From an optimization exercise on the open Yosys and OpenROAD flow, aimed at small area, a short achievable clock period and few clock cycles; shortcuts taken in it are not production practice. Function was checked by simulation only, so behaviour that the tests miss may differ from the original. No activity file was given, so power comes from the tool's default toggle rates.

==> design/flow/config.mk <==
export PLATFORM = sky130hd
export DESIGN_NAME = SimpleCPU
export DESIGN_NICKNAME = SimpleCPU
export VERILOG_FILES = /design/flow/design.v
export SDC_FILE = /design/flow/constraint.sdc
export NUM_CORES = 4
export LEC_CHECK = 0
export CAP_MARGIN = 20
export CORE_MARGIN = 2
export CORE_UTILIZATION = 40
export SETUP_SLACK_MARGIN = 2.9
export SLEW_MARGIN = 20
export SYNTH_HIERARCHICAL = 1
==> design/flow/run.sh <==
#!/bin/bash
# synth_recipe.tcl (not shown) runs the flow's synth.tcl, then flattens the netlist and writes it again
# the make line also repeats each setting of config.mk as NAME=value (left out here)
make -C /OpenROAD-flow-scripts/flow DESIGN_CONFIG=/design/flow/config.mk WORK_HOME=/design/flow/orfs CLKGATE_MAP_FILE= SYNTH_SCRIPT=/design/flow/synth_recipe.tcl finish
==> design/flow/constraint.sdc <==
create_clock -name core_clock -period 7.0 [get_ports {clk}]
set_input_delay 1.4000 -clock core_clock [delete_from_list [all_inputs] [get_ports {clk}]]
set_output_delay 1.4000 -clock core_clock [all_outputs]
set_load 0.01 [all_outputs]
==> design/flow/design.v <==
`timescale 1ns / 1ps
module SimpleCPU(clk, rst, data_fromRAM, wrEn, addr_toRAM, data_toRAM, pCounter);
parameter SIZE = 10;
input clk, rst;
input wire [15:0] data_fromRAM;
output reg wrEn;
output reg [SIZE-1:0] addr_toRAM;
output wire [15:0] data_toRAM;
output reg [SIZE-1:0] pCounter;
localparam S_D = 3'd0;    
localparam S_E = 3'd1;    
localparam S_F = 3'd2;    
localparam S_R = 3'd3;    
localparam S_M = 3'd4;    
reg [2:0]  state, stateNext;
reg [2:0]  op, opNext;
reg [15:0] W, WNext;
reg [9:0]  S4, S4Next;      
reg        pend, pendNext;  
reg [15:0] Mreg;
reg [15:0] acc;
reg [1:0]  cnt, cntNext;
reg [9:0]  pcNext;
reg        sD, sI, sP1, sP, s4;
reg        sDn, sIn, sP1n, sPn, s4n;
wire [15:0] I     = data_fromRAM;
wire [2:0]  iop   = I[15:13];
wire        azero = (I[12:0] == 13'd0);
wire [9:0]  pc1   = pCounter + 10'd1;
wire        Wz    = (W == 16'd0);
assign data_toRAM = W;
wire [15:0] M = data_fromRAM;
wire        sh_zero = (|M[15:5]) | (M[4] & ~|M[3:0]);
wire [15:0] Wrev, sh_in, sh_out, sh_rev;
genvar g;
generate for (g = 0; g < 16; g = g + 1) begin : rv
  assign Wrev[g] = W[15-g];
  assign sh_rev[g] = sh_out[15-g];
end endgenerate
assign sh_in  = M[4] ? Wrev : W;
assign sh_out = sh_in >> M[3:0];
wire [15:0] srl_res = sh_zero ? 16'd0 : (M[4] ? sh_rev : sh_out);
reg [15:0] alu;
always @* begin
  case (op)
    3'd0: alu = W + M;
    3'd1: alu = ~(W & M);
    3'd2: alu = srl_res;
    3'd3: alu = {15'd0, W < M};
    default: alu = M;
  endcase
end
wire [3:0]  nib   = Mreg[15:12];
wire        blo   = Mreg[11];
wire [15:0] accs  = {acc[11:0], 4'd0};   
wire        one_l = nib[0] ^ blo;
wire        two_l = (nib[1] & ~nib[0] & ~blo) | (~nib[1] & nib[0] & blo);
wire        neg_l = nib[1];
wire        one_h = nib[2] ^ nib[1];
wire        two_h = (nib[3] & ~nib[2] & ~nib[1]) | (~nib[3] & nib[2] & nib[1]);
wire        neg_h = nib[3];
wire [15:0] Wx2   = {W[14:0], 1'b0};
wire [15:0] row_l = (({16{one_l}} & W) | ({16{two_l}} & Wx2)) ^ {16{neg_l}};
wire [15:0] row_h = ((({16{one_h}} & W) | ({16{two_h}} & Wx2)) ^ {16{neg_h}}) << 2;
wire [15:0] row_a = {accs[15:4], 1'b0, neg_h, 1'b0, neg_l};
wire [15:0] cs_s  = row_l ^ row_h ^ row_a;
wire [15:0] cs_c  = {((row_l[14:0] & row_h[14:0]) | (row_l[14:0] & row_a[14:0]) | (row_h[14:0] & row_a[14:0])), 1'b0};
wire [15:0] prod  = cs_s + cs_c;
wire inD = (state == S_D);
wire inE = (state == S_E);
wire inM = (state == S_M);
wire inF = (state == S_F);
wire inR = (state == S_R);
wire d_st  = (iop == 3'd6);
wire d_bz  = (iop == 3'd4);
wire [9:0] addr_w;
wire       wrEn_w;
SimpleCPU_bus u_bus (.I(I), .S4(S4), .pc(pCounter), .pc1(pc1), .eaq(sD), .rI(sI),
                     .p1q(sP1), .rP(sP), .r4(s4), .wq(~rst & sD & ~pend),
                     .addr(addr_w), .wrEn(wrEn_w));
always @* begin
  addr_toRAM = addr_w;
  wrEn       = wrEn_w;
end
always @(posedge clk) begin
  state    <= stateNext;
  pCounter <= pcNext;
  op       <= opNext;
  W        <= WNext;
  S4       <= S4Next;
  pend     <= pendNext;
  acc      <= inE ? 16'd0 : prod;
  cnt      <= cntNext;
  Mreg     <= inM ? {Mreg[11:0], 4'd0} : data_fromRAM;
  sD       <= sDn;
  sI       <= sIn;
  sP1      <= sP1n;
  sP       <= sPn;
  s4       <= s4n;
end
wire [9:0] ea_d = I[9:0] | ({10{azero}} & S4);
always @* begin
  stateNext = state;
  pcNext    = pCounter;
  opNext    = op;
  WNext     = pend ? prod : W;
  S4Next    = S4;
  pendNext  = 1'b0;
  cntNext   = 2'd0;
  sDn = 1'b0; sIn = 1'b0; sP1n = 1'b0; sPn = 1'b0; s4n = 1'b0;
  if (rst) begin
    stateNext = S_R;
    s4n       = 1'b1;
    pcNext    = 10'd0;
    if (inR) S4Next = I[9:0];
  end else begin
    case (state)
      S_R: begin                               
        S4Next    = I[9:0];
        stateNext = S_F;
        sPn       = 1'b1;
      end
      S_D: begin
        opNext = iop;
        if (d_st) begin                        
          stateNext = S_F;
          sPn       = 1'b1;
          if (!pend) begin                     
            pcNext = pc1;
            if (ea_d == 10'd4) S4Next = W[9:0];
          end
        end else if (d_bz && pend) begin       
          stateNext = S_F;
          sPn       = 1'b1;
        end else begin
          stateNext = S_E;
          sIn  = d_bz & Wz;                    
          sP1n = ~(d_bz & Wz) & (iop != 3'd7);
          sPn  = (iop == 3'd7);
        end
      end
      S_E: begin
        stateNext = S_D;
        sDn       = 1'b1;
        if (op == 3'd4) begin                  
          pcNext = Wz ? M[9:0] : pc1;
        end else if (op == 3'd7) begin         
          stateNext = S_M;
          sDn       = 1'b0;
          sPn       = 1'b1;
        end else begin
          WNext  = alu;
          pcNext = pc1;
        end
      end
      S_M: begin
        cntNext = cnt + 2'd1;
        sP1n    = (cnt == 2'd1);
        sPn     = (cnt == 2'd0);
        if (cnt == 2'd2) begin                 
          pcNext    = pc1;
          pendNext  = 1'b1;
          stateNext = S_D;
          sDn       = 1'b1;
        end
      end
      default: begin                           
        stateNext = S_D;
        sDn       = 1'b1;
      end
    endcase
  end
end
endmodule
module SimpleCPU_bus(I, S4, pc, pc1, eaq, rI, p1q, rP, r4, wq, addr, wrEn);
input  [15:0] I;
input  [9:0]  S4, pc, pc1;
input         eaq, rI, p1q, rP, r4, wq;
output [9:0]  addr;
output        wrEn;
wire azero = (I[12:0] == 13'd0);
assign addr = ({10{eaq}} & (I[9:0] | ({10{azero}} & S4)))
            | ({10{rI}} & I[9:0])
            | ({10{p1q}} & pc1)
            | ({10{rP}} & pc)
            | {7'd0, r4, 2'd0};
assign wrEn = wq & (I[15:13] == 3'd6);
endmodule
==> reports/metrics.yaml, run 1 <==
netlist_instances: 984
slowest_delay_ns: 0.38
placed_cells: 1245
power_density_mw_per_mm2: 335
io_pins: 55
crit_family: "buffers and inverters"
syn-num-nets: 1066
drcViolationCount: 0
cts_root_buf: "clkbuf_16"
crit_start: "data_fromRAM[6]"
diodes: 0
fp.dieH_um: 145
die_w_um: 145
finalSetupViolCount: 0
finClkSkew_ns: 0.00835
grt_antenna_before_repair: 0
die_area_mm2: 0.0212
drtIter0Drc: 925
cts_tree: "yes"
setup-tns-final_ns: 0
cts.sinks: 78
first_pass_iters: 6
synth_flop_cell: "dfxtp_1"
grt_usage_pct: 26.3
synthDistinctLibCells: 75
place_ws_ns: 1.71
wl_met3_mm: 2.40
rows: 51
routabilityCongestion: 0.912
yosysSeqAreaShare_pct: 21.1
clock_latency_ns: 0.35
nets: 1085
crit_chain: "clkdlybuf4s15_2, nor3_4, a41oi_1, o21ai_1, buf_2"
grt_remaining_overflow: 0
drive_gt1_share_pct: 15.6
relSlewSlack_pct: 42.8
yosys_warnings: 7
clk_pin_slew_worst_paths_ns: 0.06
critical_path.max_fanout: 8
min_period_ns: 4.06
post-route-util_pct: 47.1
avgSynthCellArea_um2: 8.13
worst_slack_ns: 2.94
synth_edf_count: 13
slowest_stage: "nor3_4"
wl_met2_mm: 12.1
core_area_mm2: 0.0195
viasPerCell: 6.24
synth-seq-cells: 78
maxCapViolCount: 0
vdd_drop_max_mv: 0.194
hpwl_mm: 20.1
min_period_over_period_pct: 58.0
synthArstFlopShare_pct: 0
startpoint_type: "input port"
min_from: "Mreg[7]"
area_growth_pct: 15.0
drv_slew: 0
grt_pass1_vias: 7427
final_cells: 1273
fillers: 1965
drtAntennaViolNets: 0
postCtsHoldBufs: 0
initial_utilization_pct: 41.0
holdCritPathClass: "reg2reg"
drt_wl_total_mm: 28.1
cp_num_buf_inv: 2
endpoint_kind: "primary output"
numCtsBuffers: 9
grt_setup_unrepaired: "yes"
htreeDepth: 3
fmax_mhz: 246
required_ns: 5.60
status: "timing/DRC/antenna clean"
rr_startpoint: "Mreg[12]"
worst_slew_pin_slew_ns: 0.858
fin_hold_ws_ns: 0.453
grt_max_degree: 39
portBuffers: 54
drt-met1-wl_mm: 12.8
crit_arrival_ns: 2.66
critical_path_class: "in2out"
synth.cell_area_mm2: 0.00800
leakagePower_uw: 0.00358
vias: 7948
top_layer_used: "met4"
clk_path_buf_depth: 2
grt_pass1_wl_mm: 43.8
wl_per_cell_um: 22.1
hold_viol: 0
cells in the mapped netlist (12+ instances only):
| library cell | count | area share (%) |
|---|---|---|
| nor3_1 | 24 | 1.5 |
| fa_1 | 12 | 3.0 |
| nand2_1 | 70 | 3.3 |
| nor2_1 | 96 | 4.5 |
| mux2i_1 | 23 | 2.9 |
| a211oi_1 | 14 | 1.3 |
| inv_1 | 52 | 2.4 |
| nor4_1 | 12 | 0.94 |
| ha_1 | 52 | 8.1 |
| o22ai_1 | 16 | 1.3 |
| clkbuf_1 | 57 | 2.7 |
| dfxtp_1 | 65 | 16 |
| xor2_1 | 13 | 1.4 |
| edfxtp_1 | 13 | 4.9 |
| mux2_2 | 28 | 3.9 |
| nor2b_1 | 19 | 1.5 |
| o21ai_0 | 54 | 3.4 |
| mux4_2 | 21 | 5.9 |
| xnor2_1 | 26 | 2.8 |
| a21oi_1 | 86 | 5.4 |
| a221oi_1 | 23 | 2.5 |
routing by layer:
metal,vias up,global-route usage [%]
met5,-,0
met4,0,10.1
met3,50,5.55
met2,362,38.0
met1,3839,38.1
li1,3697,-
cell families after synthesis:
kind of cell	Yosys count	share of synthesized area [%]
simple gates	294	18.4
xor+xnor	39	4.27
fa+ha+maj	64	11.1
mux	74	13.3
buf+inv	129	6.39
compound gates	306	25.3
flops	78	21.1
cell type report:
cell class                 instances  area, um2  share of cell area, %
clock buffer                      11        254                   2.76
clock inverter                     5       38.8                  0.421
inverter                          55        215                   2.34
multi-input combinational        778       5930                   64.4
sequential                        78       1700                   18.5
tap                              265        332                   3.60
timing repair buffer              81        733                   7.97
worst reg2reg max path, stage by stage (launching register included):
cell	delay [ns]
dfxtp_1	0.56
xor2_1	0.19
and2_2	0.35
a221oi_1	0.38
fa_1	0.48
ha_1	0.36
a21oi_2	0.21
o21ai_0	0.23
a2111o_1	0.45
a41oi_1	0.26
xnor2_1	0.15
mux2i_1	0.10
a32oi_1	0.17
cells in the final DEF, fill, tap and decap left out, types with 10 or more instances in the layout:
cell type	synthesis	layout
nor2_1	96	94
a21oi_1	86	84
nand2_1	70	68
dfxtp_1	65	59
ha_1	52	52
inv_1	52	51
o21ai_0	54	51
mux2_2	28	28
clkdlybuf4s50_1	0	27
xnor2_1	26	26
nor3_1	24	24
mux2i_1	23	23
buf_4	1	23
a221oi_1	23	21
mux4_2	21	21
nor2b_1	19	19
o22ai_1	16	15
a211oi_1	14	14
edfxtp_1	13	13
xor2_1	13	12
fa_1	12	12
nand3_1	11	11
a21o_1	11	11
nor4_1	12	11
a22oi_1	10	10
o21ai_1	11	10
and3_1	10	10
nor3b_1	10	10
clkbuf_16	0	10
buf_2	7	10
final timing paths:
| check | depth (start not counted) | slack [ns] | end |
|---|---|---|---|
| max reg2reg | 12 | 3.02 | W[15] |
| min reg2reg | 1 | 0.45 | Mreg[11] |
| max | 5 | 2.94 | addr_toRAM[9] |
| min | 1 | 0.45 | Mreg[11] |
where the power goes:
| part | leakage, uW | internal, uW | switching (uW) | total, uW |
|---|---|---|---|---|
| Sequential | 0.000666 | 543 | 146 | 688 |
| Combinational | 0.00277 | 835 | 1090 | 1920 |
| Clock | 0.000142 | 265 | 209 | 474 |
| Total | 0.00358 | 1640 | 1440 | 3080 |
modules after synthesis (local to each module, per instance):
module	cells inside	area [um2]
SimpleCPU	941	7670
SimpleCPU_bus	43	329
through the flow:
stage / power, uW / area, um2
after floorplan: 2000 / 8000
after global routing: 3310 / 9200
after CTS: 3040 / 9110
after detailed placement: 2550 / 8690
after global placement: 2550 / 8690
final: 3080 / 9200
registers in the layout, indices dropped and copies added, names as in the netlist:
signal and cells:
S4 10, sI 1, state 3, sD 1
W 16, Mreg 16, op 3, s4 1
cnt 2, sP 1, sP1 1, pend 1
pCounter 10, acc 12
timing repair:
item	4_1_cts	5_1_grt
pin swaps	11	2
endpoints found under the setup margin	27	19
cloned	2	0
gates resized for setup	100	32
buffers inserted	5	5
Testbench counts, summed over its fixed seeds: cycles 110,687.
==> inputs of run 2 (changes only) <==
--- a/design/flow/config.mk
+++ b/design/flow/config.mk
@@ -7,2 +7,3 @@
 export LEC_CHECK = 0
+export ABC_AREA = 1
 export CAP_MARGIN = 20
==> run 2 against run 1 <==
  * Register-to-register slack is essentially flat
  * Critical path type is now reg2reg
  * First-iteration DRC count shrank 9.0%
  * Die area shrank 4.7%
==> reports/metrics.yaml, run 2 <==
die_w_um: 142  # -2.4%
netlist_top_cells_area: "dfxtp_1 (17%), nand2_1 (13%), ha_1 (8.5%)"
postCtsHoldBufs: 0  # unchanged
rr_startpoint: "Mreg[13]"
yosysMostFrequentCell: "nand2_1"
synth_commonest_cells: "nand2_1 (254), inv_1 (144), nand3_1 (107)"
synthDistinctLibCells: 55  # -27%
finalSetupViolCount: 0  # unchanged
r2r_cells: 16  # +4
drtIter0Drc: 842  # -9.0%
nets: 1293  # +19%
clk_pin_slew_worst_paths_ns: 0.07  # about the same
rrSetupSlack_ns: 3.03  # about the same
first_pass_iters: 5  # -1
rr_endpoint: "W[11]"
grt_max_degree: 56  # +44%
power_density_mw_per_mm2: 338  # +0.87%
drt_wl_total_mm: 28.7  # +2.2%
holdCritPathClass: "reg2reg"
synth_top_area_share_pct: 17.1  # +0.83 points
place_ws_ns: 1.85  # +0.139 ns
finClkSkew_ns: 0.00840  # +0.0000567 ns
layout_common_cells: "nand2_1 (254), inv_1 (143), nand3_1 (107)"
seq_area_mm2: 0.00170  # -0.44%
yosysSeqAreaShare_pct: 22.2  # +1.1 points
yosysTopAreaCell: "dfxtp_1"
critical_path_class: "reg2reg"
avgSynthCellArea_um2: 6.50  # -20%
hold_viol: 0  # unchanged
grt_remaining_overflow: 0  # unchanged
crit_arrival_ns: 4.22  # +1.56 ns
startpoint_type: "flip-flop"
endpoint_kind: "flip-flop"
min_period_over_period_pct: 56.7  # -1.3 points
post-route-util_pct: 46.9  # -0.21 points
die_area_mm2: 0.0202  # -4.7%
grt_usage_pct: 28.3  # +2.0 points
portBuffers: 54  # unchanged
vdd_drop_max_mv: 0.241  # +24%
critical_path.max_fanout: 18  # +10
grt_pass1_vias: 7586  # +2.1%
wl_per_cell_um: 19.8  # -10%
clock_latency_ns: 0.36  # about the same
required_ns: 7.25  # +1.65 ns
cts_tree: "yes"
setup-tns-final_ns: 0  # unchanged
synth_flop_cell: "dfxtp_1"
synthArstFlopShare_pct: 0  # unchanged
grt_pass1_wl_mm: 43.5  # -0.69%
maxCapViolCount: 0  # unchanged
synth.cell_area_mm2: 0.00761  # -4.9%
fillers: 1972  # +0.36%
hpwl_mm: 21.6  # +7.4%
whs_path_depth: 2  # +1
post_dp_cell_area_mm2: 0.00831  # -4.4%
reg_top3: "Mreg x16, W x16, acc x12"
yosys_warnings: 7  # unchanged
status: "timing/DRC/antenna clean"
io_pins: 55  # unchanged
numCtsBuffers: 9  # unchanged
netlist_instances: 1171  # +19%
min_from: "Mreg[6]"
clk_path_buf_depth: 2  # unchanged
cts_root_buf: "clkbuf_16"
routabilityCongestion: 1.03  # +13%
drive_gt1_share_pct: 7.15  # -8.4 points
hold_path_end: "Mreg[10]"
rows: 50  # -2.0%
syn-num-nets: 1253  # +18%
layout_commonest_cell: "nand2_1"
area_growth_pct: 15.3
core_area_mm2: 0.0187  # -4.2%
drcViolationCount: 0  # unchanged
final_cells: 1450  # +14%
viasPerCell: 5.81  # -6.9%
htreeDepth: 3  # unchanged
initial_utilization_pct: 40.7  # -0.28 points
multi_input_area_mm2: 0.00516  # -13%
synth-seq-cells: 78  # unchanged
leakagePower_uw: 0.00410  # +15%
placed_cells: 1422  # +14%
grt_setup_unrepaired: "yes"
drv_slew: 0  # unchanged
grt_antenna_before_repair: 0  # unchanged
cts.sinks: 78  # unchanged
fmax_mhz: 252  # +2.3%
synth_edf_count: 13  # unchanged
worst_slew_pin_slew_ns: 0.825  # -0.0327 ns
drtAntennaViolNets: 0  # unchanged
stdcell_area_mm2: 0.00878  # -4.6%
relSlewSlack_pct: 44.7  # +1.9 points
min_period_ns: 3.97  # -0.0900 ns
diodes: 0  # unchanged
vias: 8428  # +6.0%
worst_slack_ns: 3.03  # +0.0900 ns
fp.dieH_um: 142  # -2.4%
## run 2: power by group
group	switching [uW]	internal (uW)	total, uW	leakage [uW]
combinational	1150	659	1810	0.00329
sequential	123	546	669	0.000667
clock	234	254	488	0.000145
## run 2: area by class of cell
class,instances,area share [%]
clock buffer,9,2.57
tap,234,3.34
multi-input combinational,894,58.8
timing repair buffer,77,8.59
sequential,78,19.3
clock inverter,7,0.855
inverter,151,6.50
## run 2: cell families after synthesis
| family | after synthesis | share of synthesized area (%) |
|---|---|---|
| AO/OA/AOI/OAI | 288 | 22.0 |
| XOR/XNOR | 48 | 5.52 |
| adder cells (fa/ha/maj) | 64 | 11.7 |
| buffers and inverters | 199 | 10.4 |
| flip-flops | 78 | 22.2 |
| multiplexers | 4 | 0.526 |
| AND/OR/NAND/NOR | 490 | 27.7 |
## run 2: stage by stage
| step | power [uW] | hold WS, ns |
|---|---|---|
| after detailed placement | 2450 | 0.419 |
| after CTS | 2950 | 0.435 |
| final | 2970 | 0.436 |
| after floorplan | 1900 | 0.406 |
| after global placement | 2450 | 0.411 |
| after global routing | 3230 | 0.457 |
## run 2: critical path: stages (launching register included)
cell and delay, ns:
dfxtp_4 0.53, inv_2 0.16, nand2_1 0.15, nand2_1 0.32
o22ai_1 0.28, xor2_1 0.24, fa_1 0.45, ha_1 0.37
a21o_1 0.20, o21bai_1 0.16, a21oi_1 0.23, inv_1 0.07
a21oi_1 0.15, xor2_1 0.30, o21ai_0 0.13, nand2_1 0.09
inv_1 0.03
## run 2: per-module statistics from Yosys (local to each module, per instance)
module / flip-flops and latches / cell area [um2] / cells inside / times used
SimpleCPU_bus: 0 / 445 / 89 / 1
SimpleCPU: 78 / 7170 / 1082 / 1
## run 2: worst max-delay path by stage
| stage | slack (ns) | from | end | cells after the start |
|---|---|---|---|---|
| global route | 2.80 | Mreg[13] | W[11] | 16 |
| floorplan | 3.42 | rst | wrEn | 6 |
| global placement | 1.91 | data_fromRAM[2] | addr_toRAM[3] | 9 |
| CTS | 2.89 | data_fromRAM[1] | addr_toRAM[9] | 11 |
| detailed placement | 1.85 | data_fromRAM[2] | addr_toRAM[4] | 9 |
| finish | 3.03 | Mreg[13] | W[11] | 16 |
## run 2: repair_timing
action / 4_1_cts / 5_1_grt
gates resized for setup: 82 / 34
pin swaps: 3 / 5
setup buffers: 4 / 4
gates cloned: 2 / 2
endpoints found under the setup margin: 29 / 15
## run 2: routing by layer
metal	track usage, %	vias up	share of wire [%]
li1	-	4038	-
met5	0	-	0
met1	42.3	3960	47
met3	3.43	35	8.4
met2	43.3	395	43
met4	6.42	0	1.8
==> inputs of run 3 (changes only) <==
--- a/design/flow/config.mk
+++ b/design/flow/config.mk
@@ -7,3 +7,2 @@
 export LEC_CHECK = 0
-export ABC_AREA = 1
 export CAP_MARGIN = 20
@@ -11,2 +10,3 @@
 export CORE_UTILIZATION = 40
+export CTS_BUF_LIST = sky130_fd_sc_hd__clkbuf_4 sky130_fd_sc_hd__clkbuf_8
 export SETUP_SLACK_MARGIN = 2.9
==> run 3 against run 2 <==
  * Still clean
  * Sequential power up 3.0%
  * Wire length fell by 2.4%
  * Fmax shrank 2.0%
  * Global-route usage down 2.0 points
  * Die area increased by 5.0%
  * Worst setup slack got worse by 0.080 ns
  * Final area up 3.4%
  * Clock power is 25% lower
  * Sequential cell count did not move
==> reports/metrics.yaml, run 3 <==
place_ws_ns: 1.71  # -0.139 ns
synth_xor_area_share_pct: 4.27  # -1.3 points
required_ns: 5.60  # -1.65 ns
multi_input_area_mm2: 0.00592  # +15%
worst_slew_pin_slew_ns: 0.883  # +0.0574 ns
p_sw_share_pct: 48.0  # -2.9 points
crit_arrival_ns: 2.65  # -1.57 ns
power_density_mw_per_mm2: 327  # -3.1%
clk_pin_slew_worst_paths_ns: 0.09  # +0.02 ns
grt_remaining_overflow: 0  # unchanged
holdCritPathClass: "reg2reg"
routabilityCongestion: 0.912  # -12%
power_frac_comb_pct: 64.5  # +3.5 points
vdd_drop_max_mv: 0.196  # -19%
layout_common_cells: "nor2_1 (94), a21oi_1 (84), nand2_1 (68)"
r2r_cells: 15  # -1
fp.dieH_um: 145  # +2.5%
rr_startpoint: "Mreg[13]"
portBuffers: 54  # unchanged
fmax_mhz: 247  # -2.0%
finalSetupViolCount: 0  # unchanged
hold_viol: 0  # unchanged
synthSimpleGateAreaFrac_pct: 18.4  # -9.2 points
synthDistinctLibCells: 75  # +36%
netlist_instances: 984  # -16%
post_dp_cell_area_mm2: 0.00869  # +4.6%
initial_utilization_pct: 41.0  # +0.28 points
min_period_ns: 4.05  # +0.0797 ns
critical_path_class: "in2out"
drt_wl_total_mm: 28.0  # -2.4%
htreeDepth: 3  # unchanged
netlist_top_cells_area: "dfxtp_1 (16%), ha_1 (8.1%), mux4_2 (5.9%)"
yosys_warnings: 7  # unchanged
vias: 7882  # -6.5%
clk_path_buf_depth: 2  # unchanged
die_w_um: 145  # +2.5%
post-route-util_pct: 46.5  # -0.42 points
cp_common_cell: "buf_4"
relSlewSlack_pct: 41.2  # -3.5 points
synth_flop_cell: "dfxtp_1"
drtAntennaViolNets: 0  # unchanged
wl_per_cell_um: 22.0  # +11%
drv_slew: 0  # unchanged
synthArstFlopShare_pct: 0  # unchanged
synth_edf_count: 13  # unchanged
finClkSkew_ns: 0.0159  # +0.00751 ns
cts_root_buf: "clkbuf_8"
area_growth_pct: 13.5
diodes: 0  # unchanged
status: "timing/DRC/antenna clean"
slowest_delay_ns: 0.28  # -0.25 ns
viasPerCell: 6.21  # +6.8%
nets: 1082  # -16%
leakagePower_uw: 0.00353  # -14%
setup-tns-final_ns: 0  # unchanged
core_area_mm2: 0.0195  # +4.4%
cts.sinks: 78  # unchanged
drcViolationCount: 0  # unchanged
syn-num-nets: 1066  # -15%
yosysMostFrequentCell: "nor2_1"
whs_path_depth: 1  # -1
seq_area_mm2: 0.00171  # +0.59%
grt_max_degree: 39  # -30%
synth_compound_area_share_pct: 25.3  # +3.3 points
first_pass_iters: 6  # +1
maxCapViolCount: 0  # unchanged
synth-seq-cells: 78  # unchanged
grt_setup_unrepaired: "yes"
worst_slack_ns: 2.95  # -0.0797 ns
hpwl_mm: 20.1  # -6.9%
grt_antenna_before_repair: 0  # unchanged
die_area_mm2: 0.0212  # +5.0%
crit_chain: "buf_8, nor4_4, buf_4, buf_4, a41oi_1, o21ai_1, buf_2"
cts_tree: "yes"
p_int_uw: 1550  # +6.1%
slowest_stage: "nor4_4"
stdcell_area_mm2: 0.00908  # +3.4%
reg_top3: "Mreg x16, W x16, acc x12"
fillers: 1977  # +0.25%
rr_endpoint: "W[15]"
fin_hold_ws_ns: 0.456  # +0.0203 ns
critical_path.max_fanout: 33  # +15
synth.cell_area_mm2: 0.00800  # +5.1%
hold_path_end: "Mreg[11]"
synth_top_area_share_pct: 16.3  # -0.83 points
numCtsBuffers: 9  # unchanged
rows: 51  # +2.0%
seq_power_share_pct: 23.2  # +0.7 points
rrSetupSlack_ns: 3.08  # +0.05 ns
pwr-share-clk_pct: 12.3  # -4.2 points
synthMuxAreaShare_pct: 13.3  # +13 points
synth_top_family_by_area: "compound AO/OA/AOI/OAI gates"
yosysSeqAreaShare_pct: 21.1  # -1.1 points
yosysTopAreaCell: "dfxtp_1"
startpoint_type: "input port"
grt_usage_pct: 26.2  # -2.0 points
synth_commonest_cells: "nor2_1 (96), a21oi_1 (86), nand2_1 (70)"
layout_commonest_cell: "nor2_1"
grt_pass1_vias: 7435  # -2.0%
drtIter0Drc: 840  # -0.24%
avgSynthCellArea_um2: 8.13  # +25%
synth_fa_ha_area_share_pct: 11.1  # -0.57 points
min_from: "Mreg[7]"
p_switching_uw: 1430  # -5.4%
endpoint_kind: "primary output"
io_pins: 55  # unchanged
grt_pass1_wl_mm: 43.8  # +0.60%
clock_latency_ns: 0.40  # +0.04 ns
min_period_over_period_pct: 57.8  # +1.1 points
drive_gt1_share_pct: 15.2  # +8.1 points
==> run 3: cell count changes after synthesis, moves of 19 or more <==
cell	change
nand2_1	-184
mux4_2	+21
mux2i_1	+19
xor2_1	-31
mux2_2	+28
xnor2_1	+22
o21ai_0	-36
nor2b_1	+19
inv_1	-92
clkbuf_1	+30
nand3_1	-96
==> run 3: cell families after synthesis <==
logic type                 count (synthesis)
AOI/OAI and AO/OA                        306
muxes                                     74
adders and majority gates                 64
buffers and inverters                    129
and+or+nand+nor                          294
DFF                                       78
xor gates and xnor gates                  39
==> run 3: modules after synthesis (local to each module, per instance) <==
module / area [um2] / flops+latches / copies in the design
SimpleCPU: 7670 / 78 / 1
SimpleCPU_bus: 329 / 0 / 1
==> run 3: area by class of cell <==
type	count	share of cell area [%]
multi-input combinational	778	65.2
sequential	78	18.8
tap	265	3.65
clock inverter	6	0.758
timing repair buffer	78	7.84
clock buffer	10	1.45
inverter	55	2.33
==> run 3: stage by stage <==
step / power, uW / instances
floorplan: 2000 / 984
global placement: 2550 / 1245
detailed placement: 2550 / 1245
CTS: 2930 / 1270
global route: 3200 / 1270
finish: 2970 / 1270
==> run 3: power groups by stage <==
stage               Sequential [uW]  Clock, uW  Combinational, uW
floorplan                       631          0               1370
global placement                690          0               1860
detailed placement              691          0               1860
CTS                             682        368               1880
global route                    699        384               2110
finish                          689        367               1920
==> run 3: worst max-delay path by stage <==
stage,start,slack (ns),to
floorplan,data_fromRAM[4],3.00,W[15]
global placement,data_fromRAM[2],1.75,W[13]
detailed placement,data_fromRAM[2],1.71,W[13]
CTS,Mreg[13],2.91,W[15]
global route,Mreg[13],2.81,W[15]
finish,data_fromRAM[0],2.95,addr_toRAM[9]
==> run 3: worst max-delay path, delay by kind of cell <==
family | cells | cell delay, ns
compound gates | 2 | 0.32
simple gates | 1 | 0.28
buf+inv | 4 | 0.65
==> run 3: layer usage <==
metal  vias up  part of all wire (%)  GRT usage [%]  routed length (um)
met4         0                   3.0           10.0                 846
met5         -                     0              0                   0
met2       323                    43           38.2               11900
met1      3817                    47           38.1               13100
li1       3689                     -              -                   -
met3        53                   7.6           5.20                2140
==> run 3: what timing repair did <==
| action | in CTS | in global routing |
|---|---|---|
| pin swaps | 11 | 4 |
| gates resized for setup | 103 | 32 |
| cloned | 2 | 0 |
| setup buffers | 7 | 0 |
| hold buffers | 0 | 0 |
| endpoints found under the setup margin | 27 | 19 |
==> inputs of run 4 (changes only) <==
--- a/design/flow/config.mk
+++ b/design/flow/config.mk
@@ -7,2 +7,3 @@
 export LEC_CHECK = 0
+export ABC_AREA = 1
 export CAP_MARGIN = 20
==> run 4 against run 3 <==
  * Wire length is 2.1% higher
  * Global-route usage grew 1.9 points
  * Register-to-register slack got worse by 0.05 ns
  * Sequential share of layout area grew 0.75 points
  * Highest routed layer unchanged
  * Clock skew decreased by 0.0059 ns
  * Worst setup slack gained 0.080 ns
  * Fmax grew 2.0%
  * Still clean on timing, DRC and antenna
  * Synthesized cell count up 19%
  * Clock-buffer cell count shrank 1
  * Worst hold slack got worse by 0.014 ns
==> reports/metrics.yaml, run 4 <==
status: "timing/DRC/antenna clean"
wl_per_cell_um: 19.7  # -11%
layout_common_cells: "nand2_1 (254), inv_1 (143), nand3_1 (107)"
synth_flop_cell: "dfxtp_1"
endpoint_kind: "flip-flop"
drive_gt1_share_pct: 7.15  # -8.1 points
nets: 1293  # +20%
syn-num-nets: 1253  # +18%
p_switching_uw: 1490  # +4.3%
routabilityCongestion: 1.03  # +13%
drtIter0Drc: 840  # unchanged
io_pins: 55  # unchanged
crit_family: "compound AO/OA/AOI/OAI gates"
rr_endpoint: "W[11]"
grt_setup_unrepaired: "yes"
post-route-util_pct: 46.4  # -0.086 points
fp.dieH_um: 142  # -2.4%
relSlewSlack_pct: 44.9  # +3.7 points
grt_remaining_overflow: 0  # unchanged
seq_power_share_pct: 23.6  # +0.4 points
netlist_top_cells_area: "dfxtp_1 (17%), nand2_1 (13%), ha_1 (8.5%)"
pwr-share-clk_pct: 12.7  # +0.4 points
clock_latency_ns: 0.38  # -0.02 ns
clk_path_buf_depth: 2  # unchanged
power_frac_comb_pct: 63.7  # -0.8 points
slowest_stage: "dfxtp_4"
cp.depth: 16  # +9
synthDistinctLibCells: 55  # -27%
setup-tns-final_ns: 0  # unchanged
power_uw: 2830  # -4.7%
finClkSkew_ns: 0.0100  # -0.00588 ns
cp_num_buf_inv: 3  # -1
critical_path_class: "reg2reg"
die_area_mm2: 0.0202  # -4.7%
avgSynthCellArea_um2: 6.50  # -20%
fillers: 1986  # +0.46%
maxCapViolCount: 0  # unchanged
grt_usage_pct: 28.2  # +1.9 points
finalSetupViolCount: 0  # unchanged
synth-seq-cells: 78  # unchanged
viasPerCell: 5.75  # -7.3%
power_density_mw_per_mm2: 326  # -0.33%
synth_edf_count: 13  # unchanged
area_growth_pct: 14.0
cp_common_cell: "nand2_1"
synth.cell_area_mm2: 0.00761  # -4.9%
cts_tree: "yes"
critical_path.max_fanout: 18  # -45%
vdd_drop_max_mv: 0.237  # +21%
crit_arrival_ns: 4.26  # +1.61 ns
first_pass_iters: 5  # -1
cts.sinks: 78  # unchanged
seq_area_mm2: 0.00170  # -0.59%
htreeDepth: 3  # unchanged
crit_chain: "inv_2, nand2_1, nand2_1, o22ai_1, xor2_1, fa_1, ha_1, a21o_1, o21bai_1, a21oi_1, inv_1, a21oi_1, xor2_1, o21ai_0, nand2_1, inv_1"
min_period_ns: 3.97  # -0.0796 ns
yosysTopAreaCell: "dfxtp_1"
drcViolationCount: 0  # unchanged
required_ns: 7.29  # +1.69 ns
initial_utilization_pct: 40.7  # -0.28 points
die_w_um: 142  # -2.4%
placed_cells: 1422  # +14%
drtAntennaViolNets: 0  # unchanged
postCtsHoldBufs: 0  # unchanged
layout_commonest_cell: "nand2_1"
yosys_warnings: 7  # unchanged
crit_start: "Mreg[13]"
drt_wl_total_mm: 28.6  # +2.1%
grt_pass1_wl_mm: 43.4  # -1.0%
portBuffers: 54  # unchanged
grt_max_degree: 56  # +44%
reg_top3: "Mreg x16, W x16, acc x12"
hold_viol: 0  # unchanged
r2r_cells: 16  # +1
vias: 8346  # +5.9%
core_area_mm2: 0.0187  # -4.2%
yosysSeqAreaShare_pct: 22.2  # +1.1 points
slowest_delay_ns: 0.53  # +0.25 ns
synthArstFlopShare_pct: 0  # unchanged
p_sw_share_pct: 52.5  # +4.5 points
synth_top_area_share_pct: 17.1  # +0.83 points
rr_startpoint: "Mreg[13]"
hpwl_mm: 21.6  # +7.4%
p_int_uw: 1350  # -13%
rows: 50  # -2.0%
synth_commonest_cells: "nand2_1 (254), inv_1 (144), nand3_1 (107)"
rrSetupSlack_ns: 3.03  # -0.05 ns
cp-endpoint: "W[11]"
grt_antenna_before_repair: 1  # +1
holdCritPathClass: "reg2reg"
fmax_mhz: 252  # +2.0%
yosysMostFrequentCell: "nand2_1"
grt_pass1_vias: 7630  # +2.6%
multi_input_area_mm2: 0.00516  # -13%
drv_slew: 0  # unchanged
worst_slew_pin_slew_ns: 0.823  # -0.0599 ns
clk_pin_slew_worst_paths_ns: 0.10  # about the same
numCtsBuffers: 9  # unchanged
min_period_over_period_pct: 56.7  # -1.1 points
netlist_instances: 1171  # +19%
leakagePower_uw: 0.00405  # +15%
cts_root_buf: "clkbuf_8"
startpoint_type: "flip-flop"
final_cells: 1451  # +14%
==> run 4: changes by cell type in the layout (fill, tap and decap cells not counted), moves of 28 or more <==
cell and delta:
inv_1 +91, mux2_2 -28, nand2_1 +186, nand3_1 +96
o21ai_0 +39, xor2_1 +32
==> run 4: area by class of cell <==
cell class	instances	share of cell area, %
Clock inverter	7	0.865
Clock buffer	9	1.43
Antenna cell	1	0.0288
Tap cell	234	3.37
Multi-Input combinational cell	894	59.5
Timing Repair Buffer	77	8.73
Inverter	151	6.57
Sequential cell	78	19.5
==> run 4: kinds of logic after synthesis <==
logic type	Yosys count	synth area share (%)
AND/OR/NAND/NOR	490	27.7
AO/OA/AOI/OAI	288	22.0
buffers and inverters	199	10.4
flip-flops	78	22.2
adder cells (fa/ha/maj)	64	11.7
XOR/XNOR	48	5.52
multiplexers	4	0.526
==> run 4: worst min-delay path, cell delays in order (launching register included) <==
cell     delay (ns)
dfxtp_1        0.32
nand2_1        0.04
o21ai_0        0.05
==> run 4: what timing repair did <==
item	CTS	global route
setup buffers	4	4
endpoints found under the setup margin	29	15
gates cloned	2	2
pin swaps	3	5
resized for setup	82	30
==> run 4: power groups by stage <==
stage | Combinational, uW | Clock [uW] | Sequential [uW]
3_5_place_dp | 1770 | 0 | 675
5_1_grt | 2050 | 379 | 678
3_3_place_gp | 1770 | 0 | 678
6_report | 1810 | 360 | 668
4_1_cts | 1790 | 366 | 665
2_1_floorplan | 1270 | 0 | 630
==> run 4: through the flow <==
| step | cell area, um2 | setup WS, ns | hold slack [ns] |
|---|---|---|---|
| 5_1_grt | 8680 | 2.80 | 0.465 |
| 4_1_cts | 8660 | 2.89 | 0.442 |
| 2_1_floorplan | 7610 | 3.42 | 0.406 |
| 6_report | 8680 | 3.03 | 0.442 |
| 3_3_place_gp | 8310 | 1.91 | 0.411 |
| 3_5_place_dp | 8310 | 1.85 | 0.419 |
==> run 4: routing by layer <==
layer  track usage, %  routed length, um  vias to the layer above
met3             4.91               2400                       42
met4             8.42                813                        0
li1                 -                  -                     4043
met5                0                  0                        -
met1             41.6              13400                     3874
met2             41.8              12000                      387
==> run 4: worst min-delay path by stage <==
stage                        from       end  slack (ns)  depth (start not counted)
after global placement    Mreg[4]   Mreg[8]        0.41                          2
final                     Mreg[6]  Mreg[10]        0.44                          2
after global routing      Mreg[5]   Mreg[9]        0.46                          2
after CTS                 Mreg[6]  Mreg[10]        0.44                          2
after detailed placement  Mreg[6]  Mreg[10]        0.42                          2
after floorplan           Mreg[6]  Mreg[10]        0.41                          2
==> run 4: per-module statistics from Yosys, one instance, submodules excluded <==
| module | flip-flops and latches | copies in the design |
|---|---|---|
| SimpleCPU | 78 | 1 |
| SimpleCPU_bus | 0 | 1 |
==> inputs of run 5 (changes only) <==
--- a/design/flow/config.mk
+++ b/design/flow/config.mk
@@ -12,3 +12,3 @@
 export CTS_BUF_LIST = sky130_fd_sc_hd__clkbuf_4 sky130_fd_sc_hd__clkbuf_8
-export SETUP_SLACK_MARGIN = 2.9
+export SETUP_SLACK_MARGIN = 3.1
 export SLEW_MARGIN = 20
==> run 5 against run 4 <==
  * Cell count grew 0.55%
  * Fmax up 2.5%
  * Largest power group unchanged
  * Sequential cell count unchanged
  * Sequential share of layout area down 0.51 points
  * Synthesized cell count stayed put
  * Still clean on timing, DRC and antenna
  * Clock skew about the same
  * Worst setup slack improved by 0.098 ns
  * Critical path type is now in2out
==> reports/metrics.yaml, run 5 <==
setup-tns-final_ns: 0  # unchanged
area_growth_pct: 17.1
io_pins: 55  # unchanged
drcViolationCount: 0  # unchanged
critical_path.max_fanout: 5  # -13
crit_arrival_ns: 2.47  # -1.79 ns
netlist_top_cells_area: "dfxtp_1 (17%), nand2_1 (13%), ha_1 (8.5%)"
finClkSkew_ns: 0.0103  # +0.000261 ns
drt_wl_total_mm: 28.9  # +1.2%
worst_slack_ns: 3.13  # +0.0985 ns
hpwl_mm: 21.6  # unchanged
wl_per_cell_um: 19.8  # +0.68%
netlist_instances: 1171  # unchanged
place_ws_ns: 1.85  # unchanged
layout_common_cells: "nand2_1 (250), inv_1 (143), nand3_1 (99)"
grt_antenna_before_repair: 2  # +1
rows: 50  # unchanged
relSlewSlack_pct: 45.9  # +1.0 points
grt_usage_pct: 28.8  # +0.63 points
worst_slew_pin_slew_ns: 0.808  # -0.0152 ns
grt_pass1_vias: 7751  # +1.6%
grt_setup_unrepaired: "yes"
grt_pass1_wl_mm: 44.2  # +2.0%
clk_pin_slew_worst_paths_ns: 0.10  # about the same
reg_top3: "Mreg x16, W x16, acc x12"
hold_viol: 0  # unchanged
status: "timing/DRC/antenna clean"
drtAntennaViolNets: 0  # unchanged
required_ns: 5.60  # -1.69 ns
holdCritPathClass: "reg2reg"
cts_root_buf: "clkbuf_8"
nets: 1300  # +0.54%
synth_top_area_share_pct: 17.1  # unchanged
synth.cell_area_mm2: 0.00761  # unchanged
drv_slew: 0  # unchanged
clk_path_buf_depth: 2  # unchanged
drive_gt1_share_pct: 9.32  # +2.2 points
grt_max_degree: 32  # -43%
portBuffers: 54  # unchanged
fillers: 1972  # -0.70%
yosysTopAreaCell: "dfxtp_1"
die_area_mm2: 0.0202  # unchanged
core_area_mm2: 0.0187  # unchanged
grt_remaining_overflow: 0  # unchanged
drtIter0Drc: 736  # -12%
clock_latency_ns: 0.39  # about the same
synth-seq-cells: 78  # unchanged
synthArstFlopShare_pct: 0  # unchanged
synthDistinctLibCells: 55  # unchanged
htreeDepth: 3  # unchanged
yosys_warnings: 7  # unchanged
initial_utilization_pct: 40.7  # unchanged
die_w_um: 142  # unchanged
routabilityCongestion: 1.03  # unchanged
maxCapViolCount: 0  # unchanged
first_pass_iters: 5  # unchanged
yosysMostFrequentCell: "nand2_1"
layout_commonest_cell: "nand2_1"
cts_tree: "yes"
finalSetupViolCount: 0  # unchanged
cts.sinks: 78  # unchanged
vias: 8450  # +1.2%
synth_commonest_cells: "nand2_1 (254), inv_1 (144), nand3_1 (107)"
avgSynthCellArea_um2: 6.50  # unchanged
leakagePower_uw: 0.00412  # +1.6%
min_period_over_period_pct: 55.3  # -1.4 points
power_density_mw_per_mm2: 320  # -1.9%
syn-num-nets: 1253  # unchanged
synth_edf_count: 13  # unchanged
startpoint_type: "input port"
critical_path_class: "in2out"
viasPerCell: 5.79  # +0.69%
vdd_drop_max_mv: 0.241  # +1.7%
yosysSeqAreaShare_pct: 22.2  # unchanged
min_period_ns: 3.87  # -0.0985 ns
numCtsBuffers: 9  # unchanged
fmax_mhz: 258  # +2.5%
endpoint_kind: "primary output"
synth_flop_cell: "dfxtp_1"
seq_area_mm2: 0.00170  # unchanged
fp.dieH_um: 142  # unchanged
multi_input_area_mm2: 0.00526  # +1.8%
==> run 5: cell types whose count changed in the layout (fill, tap and decap cells not counted), sizes merged <==
cell and change:
clkdlybuf4s15 -1, dlymetal6s2s -1, clkinv -1, diode +1
clkinvlp +1, buf +16, clkbuf -9, bufbuf +2
==> run 5: final cells by class <==
class,count,share of cell area (%)
well taps,234,3.28
diodes,2,0.0561
flip-flops and latches,78,19.0
repair buffers,84,9.99
clock inverters,7,0.842
multi-input cells,894,59.0
inverters,151,6.44
clock buffers,9,1.39
==> run 5: worst max-delay path: stages <==
cell     delay (ns)
buf_8          0.10
nor2_4         0.15
nand2_2        0.08
nor2_4         0.12
buf_12         0.12
buf_16         0.11
nand3_2        0.05
nand2_1        0.06
nand2_1        0.04
nand2_1        0.08
buf_2          0.13
==> run 5: path summary, 6_finish.rpt <==
path | startpoint | to | slack [ns] | depth (start not counted)
min | Mreg[6] | Mreg[10] | 0.44 | 2
min reg2reg | Mreg[6] | Mreg[10] | 0.44 | 2
max reg2reg | W[5] | W[11] | 3.24 | 14
max | data_fromRAM[11] | addr_toRAM[4] | 3.13 | 11
==> run 5: what timing repair did <==
item	in CTS	in global routing
hold buffers	0	0
gates cloned	5	0
gates resized for setup	129	38
setup endpoints to repair	33	16
buffers inserted	9	5
pin swaps	7	31
==> run 5: per-layer routing <==
| metal | up-vias | global-route usage, % | wire length [um] |
|---|---|---|---|
| met4 | 0 | 9.16 | 809 |
| met1 | 3956 | 41.8 | 13500 |
| met2 | 400 | 42.9 | 12200 |
| li1 | 4052 | - | - |
| met5 | - | 0 | 0 |
| met3 | 42 | 5.72 | 2420 |
==> run 5: modules after synthesis, one instance, submodules excluded <==
module | flops+latches | copies in the design | area, um2
SimpleCPU | 78 | 1 | 7170
SimpleCPU_bus | 0 | 1 | 445
==> run 5: kinds of logic after synthesis <==
| kind of cell | count (synthesis) | share of synthesized area [%] |
|---|---|---|
| xor gates and xnor gates | 48 | 5.52 |
| adders and majority gates | 64 | 11.7 |
| AOI/OAI and AO/OA | 288 | 22.0 |
| DFF | 78 | 22.2 |
| buffers and inverters | 199 | 10.4 |
| and+or+nand+nor | 490 | 27.7 |
| muxes | 4 | 0.526 |
==> run 5: report_power, final <==
| part | internal, uW | switching, uW | total, uW | leakage (uW) |
|---|---|---|---|---|
| Sequential | 545 | 122 | 668 | 0.000667 |
| Clock | 142 | 220 | 362 | 0.0000990 |
| Combinational | 667 | 1160 | 1820 | 0.00335 |
| Total | 1350 | 1500 | 2850 | 0.00412 |
==> run 5: through the flow <==
stage	total power [uW]	cell area, um2	utilization [%]	hold slack (ns)	cells
2_1_floorplan	1900	7610	-	0.406	1171
3_3_place_gp	2450	8310	44.4	0.411	1422
3_5_place_dp	2450	8310	44.4	0.419	1422
4_1_cts	2830	8760	46.8	0.442	1452
5_1_grt	3120	8910	47.6	0.465	1457
6_report	2850	8910	47.7	0.443	1459
==> inputs of run 6 (changes only) <==
--- a/design/flow/config.mk
+++ b/design/flow/config.mk
@@ -11,3 +11,2 @@
 export CORE_UTILIZATION = 40
-export CTS_BUF_LIST = sky130_fd_sc_hd__clkbuf_4 sky130_fd_sc_hd__clkbuf_8
 export SETUP_SLACK_MARGIN = 3.1
==> run 6 against run 5 <==
  * Still clean on timing, DRC and antenna
  * Cell count hardly changed
  * Global-route usage is 0.10 points higher
  * Sequential share of layout area down 0.11 points
  * Utilization rose by 0.34 points
  * Critical endpoint is now addr_toRAM[9]
  * Highest routed layer unchanged
==> reports/metrics.yaml, run 6 <==
postCtsHoldBufs: 0  # unchanged
viasPerCell: 5.82  # +0.42%
synth_edf_count: 13  # unchanged
final_cells: 1458  # -0.069%
startpoint_type: "input port"
grt_setup_unrepaired: "yes"
fin_hold_ws_ns: 0.435  # -0.00753 ns
yosysMostFrequentCell: "nand2_1"
clk_pin_slew_worst_paths_ns: 0.07  # -0.03 ns
multi_input_area_mm2: 0.00523  # -0.52%
fmax_mhz: 257  # -0.51%
hpwl_mm: 21.6  # unchanged
crit_chain: "buf_8, nor2_4, nand2_2, nor2_4, buf_6, buf_6, buf_12, nand3_2, nand2_1, nand2_1, nand2_1, buf_2"
min_period_ns: 3.89  # +0.0200 ns
status: "timing/DRC/antenna clean"
drv_slew: 0  # unchanged
worst_slack_ns: 3.11  # -0.0200 ns
required_ns: 5.60  # about the same
slowest_delay_ns: 0.14  # about the same
grt_pass1_vias: 7703  # -0.62%
synth.cell_area_mm2: 0.00761  # unchanged
vias: 8480  # +0.36%
reg_top3: "Mreg x16, W x16, acc x12"
rr_startpoint: "W[7]"
crit_start: "data_fromRAM[11]"
die_area_mm2: 0.0202  # unchanged
io_pins: 55  # unchanged
clk_path_buf_depth: 2  # unchanged
critical_path_class: "in2out"
clock_latency_ns: 0.36  # -0.03 ns
diodes: 0  # -2
cp_num_buf_inv: 5  # +1
numCtsBuffers: 9  # unchanged
drtIter0Drc: 848  # +15%
min_from: "Mreg[5]"
core_area_mm2: 0.0187  # unchanged
placed_cells: 1422  # unchanged
grt_pass1_wl_mm: 44.4  # +0.39%
hold_viol: 0  # unchanged
setup-tns-final_ns: 0  # unchanged
drive_gt1_share_pct: 8.99  # -0.33 points
grt_max_degree: 32  # unchanged
nets: 1301  # +0.077%
finClkSkew_ns: 0.00804  # -0.00226 ns
yosys_warnings: 7  # unchanged
synth-seq-cells: 78  # unchanged
relSlewSlack_pct: 45.4  # -0.44 points
synth_top_area_share_pct: 17.1  # unchanged
place_ws_ns: 1.85  # unchanged
portBuffers: 54  # unchanged
maxCapViolCount: 0  # unchanged
grt_antenna_before_repair: 0  # -2
yosysTopAreaCell: "dfxtp_1"
power_uw: 2980  # +4.5%
holdCritPathClass: "reg2reg"
crit_family: "simple AND/OR/NAND/NOR gates"
yosysSeqAreaShare_pct: 22.2  # unchanged
synth_commonest_cells: "nand2_1 (254), inv_1 (144), nand3_1 (107)"
grt_remaining_overflow: 0  # unchanged
rows: 50  # unchanged
htreeDepth: 3  # unchanged
avgSynthCellArea_um2: 6.50  # unchanged
layout_commonest_cell: "nand2_1"
finalSetupViolCount: 0  # unchanged
leakagePower_uw: 0.00417  # +1.1%
layout_common_cells: "nand2_1 (250), inv_1 (142), nand3_1 (103)"
die_w_um: 142  # unchanged
crit_arrival_ns: 2.49  # +0.02 ns
rrSetupSlack_ns: 3.33  # +0.09 ns
vdd_drop_max_mv: 0.240  # -0.61%
seq_area_mm2: 0.00170  # +0.15%
drtAntennaViolNets: 0  # unchanged
endpoint_kind: "primary output"
fp.dieH_um: 142  # unchanged
slowest_stage: "nor2_4"
synthArstFlopShare_pct: 0  # unchanged
worst_slew_pin_slew_ns: 0.814  # +0.00657 ns
initial_utilization_pct: 40.7  # unchanged
cts.sinks: 78  # unchanged
min_period_over_period_pct: 55.6  # +0.29 points
drt_wl_total_mm: 29.1  # +0.57%
power_density_mw_per_mm2: 332  # +3.8%
netlist_top_cells_area: "dfxtp_1 (17%), nand2_1 (13%), ha_1 (8.5%)"
netlist_instances: 1171  # unchanged
synthDistinctLibCells: 55  # unchanged
synth_flop_cell: "dfxtp_1"
cts_tree: "yes"
drcViolationCount: 0  # unchanged
syn-num-nets: 1253  # unchanged
critical_path.max_fanout: 5  # unchanged
cp_common_cell: "nand2_1"
wl_per_cell_um: 20.0  # +0.64%
fillers: 1955  # -0.86%
grt_usage_pct: 28.9  # +0.10 points
routabilityCongestion: 1.03  # unchanged
area_growth_pct: 17.9
cts_root_buf: "clkbuf_16"
first_pass_iters: 5  # unchanged
==> run 6: cell count changes in the layout (fill, tap and decap cells not counted), sizes merged <==
cell    before  now
buf         48   50
clkbuf      11   10
diode        2    0
==> run 6: metal layers <==
metal	share of wire (%)	global-route usage, %
met4	1.9	6.53
met2	43	44.6
met5	0	0
met3	7.7	3.77
met1	47	42.9
==> run 6: worst paths after layout <==
kind              endpoint  depth (start not counted)
max          addr_toRAM[9]                         12
min                Mreg[9]                          2
max reg2reg          W[11]                         14
min reg2reg        Mreg[9]                          2
==> run 6: worst min-delay path, stage by stage, from the launching register on <==
cell	delay, ns
dfxtp_1	0.31
nand2_1	0.04
o21ai_0	0.05
==> run 6: through the flow <==
stage	instance area, um2	utilization (%)
floorplan	7610	-
global route	8980	48.0
global placement	8310	44.4
finish	8980	48.0
detailed placement	8310	44.4
CTS	8860	47.4
==> run 6: logic make-up (layout without fill, tap and decap cells) <==
group / count (synthesis) / count (layout) / synth area share, %
compound gates: 288 / 288 / 22.0
xor+xnor: 48 / 48 / 5.52
fa+ha+maj: 64 / 64 / 11.7
buf+inv: 199 / 252 / 10.4
flops: 78 / 78 / 22.2
mux: 4 / 4 / 0.526
simple gates: 490 / 490 / 27.7
==> run 6: cell type report <==
| type | instances | area share, % |
|---|---|---|
| multi-input cells | 894 | 58.2 |
| flip-flops and latches | 78 | 18.9 |
| repair buffers | 85 | 9.84 |
| inverters | 151 | 6.40 |
| well taps | 234 | 3.26 |
| clock buffers | 9 | 2.51 |
| clock inverters | 7 | 0.836 |
==> run 6: Yosys stat by module (local to each module, per instance) <==
module         cell area (um2)  times used
SimpleCPU                 7170           1
SimpleCPU_bus              445           1
==> run 6: timing repair <==
item / 4_1_cts / 5_1_grt
setup buffers: 9 / 6
hold endpoints to repair: 0 / 0
gates resized for setup: 127 / 35
cloned: 5 / 0
pin swaps: 7 / 17
endpoints found under the setup margin: 34 / 16
==> run 6: report_power, final <==
group	switching (uW)	leakage, uW	internal [uW]
combinational	1160	0.00335	667
sequential	123	0.000668	545
clock	235	0.000145	254
total	1520	0.00417	1470
==> inputs of run 7 (changes only) <==
==> design/flow/flow/run.sh (new file) <==
#!/bin/bash
# The standard layout (the standard.sh), with two changes to how the
# resizer treats the port buffers: buffer_ports inserts buf_4 cells instead of
# its default delay-cell buffer, and sizing may swap a cell for one of another
# footprint, so that the port buffers can be sized for speed.
# Each tool's output goes to standard.log in this folder.
set -o pipefail
bash standard.sh MATCH_CELL_FOOTPRINT=0 "BUFFER_PORTS_ARGS=-buffer_cell sky130_fd_sc_hd__buf_4" finish > standard.log 2>&1
==> design/flow/standard.sh (new file) <==
#!/bin/bash
# synth_recipe.tcl (not shown) runs the flow's synth.tcl, then flattens the netlist and writes it again
# the make line also repeats each setting of config.mk as NAME=value (left out here)
make -C /OpenROAD-flow-scripts/flow DESIGN_CONFIG=/design/flow/config.mk WORK_HOME=/design/flow/orfs CLKGATE_MAP_FILE= SYNTH_SCRIPT=/design/flow/synth_recipe.tcl "${@:-finish}"
--- a/design/flow/config.mk
+++ b/design/flow/config.mk
@@ -11,3 +11,3 @@
 export CORE_UTILIZATION = 40
-export SETUP_SLACK_MARGIN = 3.1
+export SETUP_SLACK_MARGIN = 2.9
 export SLEW_MARGIN = 20
removed: design/flow/run.sh
==> run 7 against run 6 <==
  * Still clean
  * Clock-buffer cell count unchanged
  * Power fell by 1.9%
  * Wire length down 5.0%
  * Clock power barely moved
  * Fmax is 2.8% lower
  * Final area decreased by 5.6%
  * Non-clock buffer count shrank 25
  * Utilization fell by 2.7 points
  * Area after synthesis stayed put
  * First-iteration DRC count grew 5.2%
  * Critical endpoint is now wrEn
  * Largest cell class unchanged
==> reports/metrics.yaml, run 7 <==
synth_top_area_share_pct: 17.1  # unchanged
die_w_um: 142  # unchanged
die_area_mm2: 0.0202  # unchanged
clock_latency_ns: 0.36  # about the same
grt_pass1_vias: 7552  # -2.0%
yosysTopAreaCell: "dfxtp_1"
grt_antenna_before_repair: 0  # unchanged
synthMuxAreaShare_pct: 0.526  # unchanged
min_period_ns: 4.00  # +0.112 ns
yosysMostFrequentCell: "nand2_1"
synth_xor_area_share_pct: 5.52  # unchanged
drtIter0Drc: 892  # +5.2%
drtAntennaViolNets: 0  # unchanged
vias: 8239  # -2.8%
layout_commonest_cell: "nand2_1"
endpoint_kind: "primary output"
yosys_warnings: 7  # unchanged
yosysSeqAreaShare_pct: 22.2  # unchanged
first_pass_iters: 6  # +1
netlist_top_cells_area: "dfxtp_1 (17%), nand2_1 (13%), ha_1 (8.5%)"
synth_edf_count: 13  # unchanged
placed_cells: 1417  # -0.35%
syn-num-nets: 1253  # unchanged
synth_flop_cell: "dfxtp_1"
hpwl_mm: 20.9  # -3.1%
wl_met2_mm: 12.2  # -3.0%
synth_compound_area_share_pct: 22.0  # unchanged
setup-tns-final_ns: 0  # unchanged
top_layer_used: "met4"
core_area_mm2: 0.0187  # unchanged
synthArstFlopShare_pct: 0  # unchanged
stdcell_area_mm2: 0.00848  # -5.6%
layout_common_cells: "nand2_1 (253), inv_1 (144), nand3_1 (107)"
drv_slew: 0  # unchanged
power_density_mw_per_mm2: 345  # +3.9%
portBuffers: 54  # unchanged
synth_fa_ha_area_share_pct: 11.7  # unchanged
grt_setup_unrepaired: "no"
holdCritPathClass: "reg2reg"
relSlewSlack_pct: 37.2  # -8.2 points
drive_gt1_share_pct: 8.33  # -0.65 points
final_cells: 1434  # -1.6%
maxCapViolCount: 0  # unchanged
clk_pin_slew_worst_paths_ns: 0.08  # about the same
leakagePower_uw: 0.00398  # -4.4%
clk_path_buf_depth: 2  # unchanged
initial_utilization_pct: 40.7  # unchanged
required_ns: 5.60  # about the same
synth.cell_area_mm2: 0.00761  # unchanged
cts.sinks: 78  # unchanged
postCtsHoldBufs: 0  # unchanged
status: "timing/DRC/antenna clean"
post_dp_cell_area_mm2: 0.00814  # -2.0%
viasPerCell: 5.75  # -1.2%
grt_pass1_wl_mm: 42.8  # -3.6%
synthDistinctLibCells: 55  # unchanged
finalSetupViolCount: 0  # unchanged
fmax_mhz: 250  # -2.8%
nets: 1277  # -1.8%
avgSynthCellArea_um2: 6.50  # unchanged
drt_wl_total_mm: 27.7  # -5.0%
drt-met1-wl_mm: 12.7  # -7.4%
worst_slew_pin_slew_ns: 0.936  # +0.122 ns
wl_met3_mm: 2.17  # -3.2%
area_growth_pct: 11.3
diodes: 0  # unchanged
critical_path_class: "in2out"
synthSimpleGateAreaFrac_pct: 27.7  # unchanged
rows: 50  # unchanged
min_period_over_period_pct: 57.2  # +1.6 points
startpoint_type: "input port"
cts_root_buf: "clkbuf_16"
critical_path.max_fanout: 13  # +8
synth_commonest_cells: "nand2_1 (254), inv_1 (144), nand3_1 (107)"
post-cts-setup-buffers: 0  # -9
fin_hold_ws_ns: 0.438  # +0.00232 ns
reg_top3: "Mreg x16, W x16, acc x12"
cts_tree: "yes"
grt_remaining_overflow: 0  # unchanged
crit_arrival_ns: 2.60  # +0.11 ns
finClkSkew_ns: 0.0182  # +0.0101 ns
synth-seq-cells: 78  # unchanged
netlist_instances: 1171  # unchanged
hold_viol: 0  # unchanged
fp.dieH_um: 142  # unchanged
io_pins: 55  # unchanged
wl_per_cell_um: 19.3  # -3.4%
htreeDepth: 3  # unchanged
synth_top_family_by_area: "simple AND/OR/NAND/NOR gates"
grt_max_degree: 56  # +75%
routabilityCongestion: 0.985  # -4.6%
vdd_drop_max_mv: 0.214  # -11%
post-route-util_pct: 45.3  # -2.7 points
drcViolationCount: 0  # unchanged
grt_usage_pct: 27.6  # -1.3 points
numCtsBuffers: 9  # unchanged
## run 7: cell counts after synthesis
No cell type changed its count.
## run 7: routing by layer
layer  up-vias  global-route usage (%)
met2       355                    42.7
met3        40                    5.08
met1      3838                    39.4
met4         0                    7.89
met5         -                       0
li1       4006                       -
## run 7: worst max-delay path: stages
cell and delay, ns:
buf_4 0.18, inv_1 0.33, nand2_1 0.10, nor2_1 0.11, nand2_1 0.06, nor3b_1 0.25, buf_4 0.17
## run 7: repair_timing
item / 4_1_cts / 5_1_grt
gates resized for setup: 2 / 5
endpoints found under the setup margin: 13 / 15
cloned: 0 / 1
pin swaps: 0 / 1
## run 7: final timing paths
path,start,to,slack [ns],cells after the start
setup / recovery,rst,wrEn,3.00,7
hold / removal,Mreg[4],Mreg[8],0.44,2
setup reg to reg,Mreg[13],W[11],3.24,16
hold reg to reg,Mreg[4],Mreg[8],0.44,2
## run 7: per-stage QoR
| step | setup WS [ns] | total power (uW) |
|---|---|---|
| after detailed placement | 2.56 | 2410 |
| after global placement | 2.59 | 2410 |
| after floorplan | 3.42 | 1900 |
| final | 3.00 | 2930 |
| after global routing | 2.90 | 3200 |
| after CTS | 2.98 | 2910 |
## run 7: Yosys stat by module, one instance, submodules excluded
module,flops+latches,cells inside,times used
SimpleCPU,78,1082,1
SimpleCPU_bus,0,89,1
## run 7: power by group
group	internal, uW	switching (uW)	leakage (uW)
clock network	253	234	0.000145
registers	546	129	0.000667
logic	635	1130	0.00317
total	1430	1490	0.00398
## run 7: layout make-up
class | instances | area [um2]
Fill cell | 1950 | 10200
Multi-Input combinational cell | 895 | 5160
Sequential cell | 78 | 1700
Inverter | 151 | 571
Timing Repair Buffer | 60 | 454
Tap cell | 234 | 293
Clock buffer | 9 | 225
Clock inverter | 7 | 75.1
## run 7: kinds of logic (layout without fill, tap and decap cells)
logic type / count (synthesis) / after routing
mux: 4 / 4
compound gates: 288 / 288
flops: 78 / 78
fa+ha+maj: 64 / 64
simple gates: 490 / 491
xor+xnor: 48 / 48
buf+inv: 199 / 227
==> inputs of run 8 (changes only) <==
--- a/design/flow/config.mk
+++ b/design/flow/config.mk
@@ -11,3 +11,3 @@
 export CORE_UTILIZATION = 40
-export SETUP_SLACK_MARGIN = 2.9
+export SETUP_SLACK_MARGIN = 3.2
 export SLEW_MARGIN = 20
==> run 8 against run 7 <==
  * Critical path type unchanged
  * Sequential share of layout area fell by 0.41 points
  * Area after synthesis unchanged
  * Largest power group unchanged
  * First-iteration DRC count increased by 6.2%
  * Sequential power barely moved
  * Power grew 0.25%
  * Global-route usage up 0.17 points
  * Worst setup slack gained 0.17 ns
  * Clock-buffer cell count unchanged
  * Largest cell class unchanged
  * Critical path depth up 3
  * Highest routed layer unchanged
  * Fmax up 4.4%
==> reports/metrics.yaml, run 8 <==
vias: 8255  # +0.19%
required_ns: 5.60  # about the same
viasPerCell: 5.70  # -0.71%
rows: 50  # unchanged
vdd_drop_max_mv: 0.215  # +0.30%
io_pins: 55  # unchanged
fmax_mhz: 261  # +4.4%
grt_pass1_wl_mm: 43.1  # +0.58%
clk_path_buf_depth: 2  # unchanged
netlist_instances: 1171  # unchanged
reg_top3: "Mreg x16, W x16, acc x12"
critical_path_class: "in2out"
rr_startpoint: "W[8]"
synth_commonest_cells: "nand2_1 (254), inv_1 (144), nand3_1 (107)"
synth_compound_area_share_pct: 22.0  # unchanged
drt-met1-wl_mm: 12.5  # -1.5%
nets: 1290  # +1.0%
status: "timing/DRC/antenna clean"
synth_top_family_by_area: "simple AND/OR/NAND/NOR gates"
holdCritPathClass: "reg2reg"
crit_arrival_ns: 2.43  # -0.17 ns
synthArstFlopShare_pct: 0  # unchanged
cts.sinks: 78  # unchanged
routabilityCongestion: 0.985  # unchanged
leakagePower_uw: 0.00405  # +1.6%
wl_per_cell_um: 19.2  # -0.43%
synthMuxAreaShare_pct: 0.526  # unchanged
syn-num-nets: 1253  # unchanged
synthDistinctLibCells: 55  # unchanged
synth_xor_area_share_pct: 5.52  # unchanged
fin_hold_ws_ns: 0.433  # -0.00502 ns
synth_edf_count: 13  # unchanged
yosysTopAreaCell: "dfxtp_1"
layout_commonest_cell: "nand2_1"
synth_fa_ha_area_share_pct: 11.7  # unchanged
startpoint_type: "input port"
critical_path.max_fanout: 10  # -3
power_density_mw_per_mm2: 339  # -1.8%
clock_latency_ns: 0.36  # about the same
yosysMostFrequentCell: "nand2_1"
core_area_mm2: 0.0187  # unchanged
finalSetupViolCount: 0  # unchanged
drtIter0Drc: 947  # +6.2%
endpoint_kind: "primary output"
postCtsHoldBufs: 0  # unchanged
grt_usage_pct: 27.8  # +0.17 points
finClkSkew_ns: 0.0186  # +0.000466 ns
drv_slew: 0  # unchanged
hpwl_mm: 20.9  # unchanged
min_from: "Mreg[4]"
wl_met3_mm: 2.37  # +8.9%
drtAntennaViolNets: 0  # unchanged
relSlewSlack_pct: 39.6  # +2.3 points
area_growth_pct: 13.7
hold_viol: 0  # unchanged
cts_tree: "yes"
yosys_warnings: 7  # unchanged
min_period_ns: 3.83  # -0.170 ns
die_w_um: 142  # unchanged
synthSimpleGateAreaFrac_pct: 27.7  # unchanged
clk_pin_slew_worst_paths_ns: 0.07  # about the same
top_layer_used: "met4"
drcViolationCount: 0  # unchanged
grt_setup_unrepaired: "yes"
fp.dieH_um: 142  # unchanged
yosysSeqAreaShare_pct: 22.2  # unchanged
portBuffers: 54  # unchanged
initial_utilization_pct: 40.7  # unchanged
grt_antenna_before_repair: 0  # unchanged
min_period_over_period_pct: 54.7  # -2.4 points
synth_flop_cell: "dfxtp_1"
-- run 8: worst max-delay path, stage by stage --
cell	delay (ns)
buf_4	0.16
nor2_4	0.12
nand2_2	0.07
nor2_4	0.13
buf_12	0.14
nand3_1	0.08
nand2_1	0.06
nand2_1	0.06
nand2_1	0.08
buf_4	0.11
-- run 8: cell families (layout without fill, tap and decap cells) --
| logic type | Yosys count | in the layout |
|---|---|---|
| xor+xnor | 48 | 48 |
| fa+ha+maj | 64 | 64 |
| flops | 78 | 78 |
| buf+inv | 199 | 240 |
| compound gates | 288 | 288 |
| mux | 4 | 4 |
| simple gates | 490 | 491 |
-- run 8: path summary, 6_finish.rpt --
path	to	slack (ns)	cells past startpoint
worst min register to register	Mreg[8]	0.43	2
worst min-delay path	Mreg[8]	0.43	2
worst max register to register	W[11]	3.35	14
worst max-delay path	addr_toRAM[6]	3.17	10
-- run 8: cell type report --
class / instances / area, um2
Clock buffer: 9 / 225
Clock inverter: 7 / 75.1
Fill cell: 1943 / 10000
Inverter: 151 / 582
Multi-Input combinational cell: 895 / 5200
Sequential cell: 78 / 1700
Tap cell: 234 / 293
Timing Repair Buffer: 73 / 579
-- run 8: repair_timing --
action / in CTS / in global routing
cloned: 1 / 0
resized for setup: 20 / 8
endpoints found under the setup margin: 28 / 18
pin swaps: 3 / 1
buffers inserted: 2 / 11
-- run 8: where the power goes --
group	total [uW]	leakage, uW	switching, uW	internal [uW]
logic	1780	0.00323	1130	642
clock network	486	0.000145	233	253
registers	673	0.000667	127	546
-- run 8: per-stage QoR --
stage	utilization [%]	power (uW)	cell area (um2)	instances	setup WS [ns]
after floorplan	-	1900	7610	1171	3.42
after global placement	43.5	2410	8140	1417	2.59
after detailed placement	43.5	2410	8140	1417	2.56
after CTS	45.6	2920	8540	1436	3.19
after global routing	46.3	3210	8660	1447	3.07
final	46.3	2930	8660	1447	3.17
-- run 8: layer usage --
| layer | track usage (%) | vias to the layer above |
|---|---|---|
| li1 | - | 4040 |
| met1 | 39.6 | 3803 |
| met2 | 43.4 | 375 |
| met3 | 5.08 | 37 |
| met4 | 7.32 | 0 |
| met5 | 0 | - |
-- run 8: per-module statistics from Yosys, one instance, submodules excluded --
module / times used / flops+latches
SimpleCPU_bus: 1 / 0
SimpleCPU: 1 / 78

Setup slack of run 8, layout unchanged: 3.168 ns with ideal ports, 3.144 ns with driving cells assumed (clock clkbuf_16, inputs buf_2), 3.116 ns with port delays also shifted by the 0.405 ns mid clock arrival.
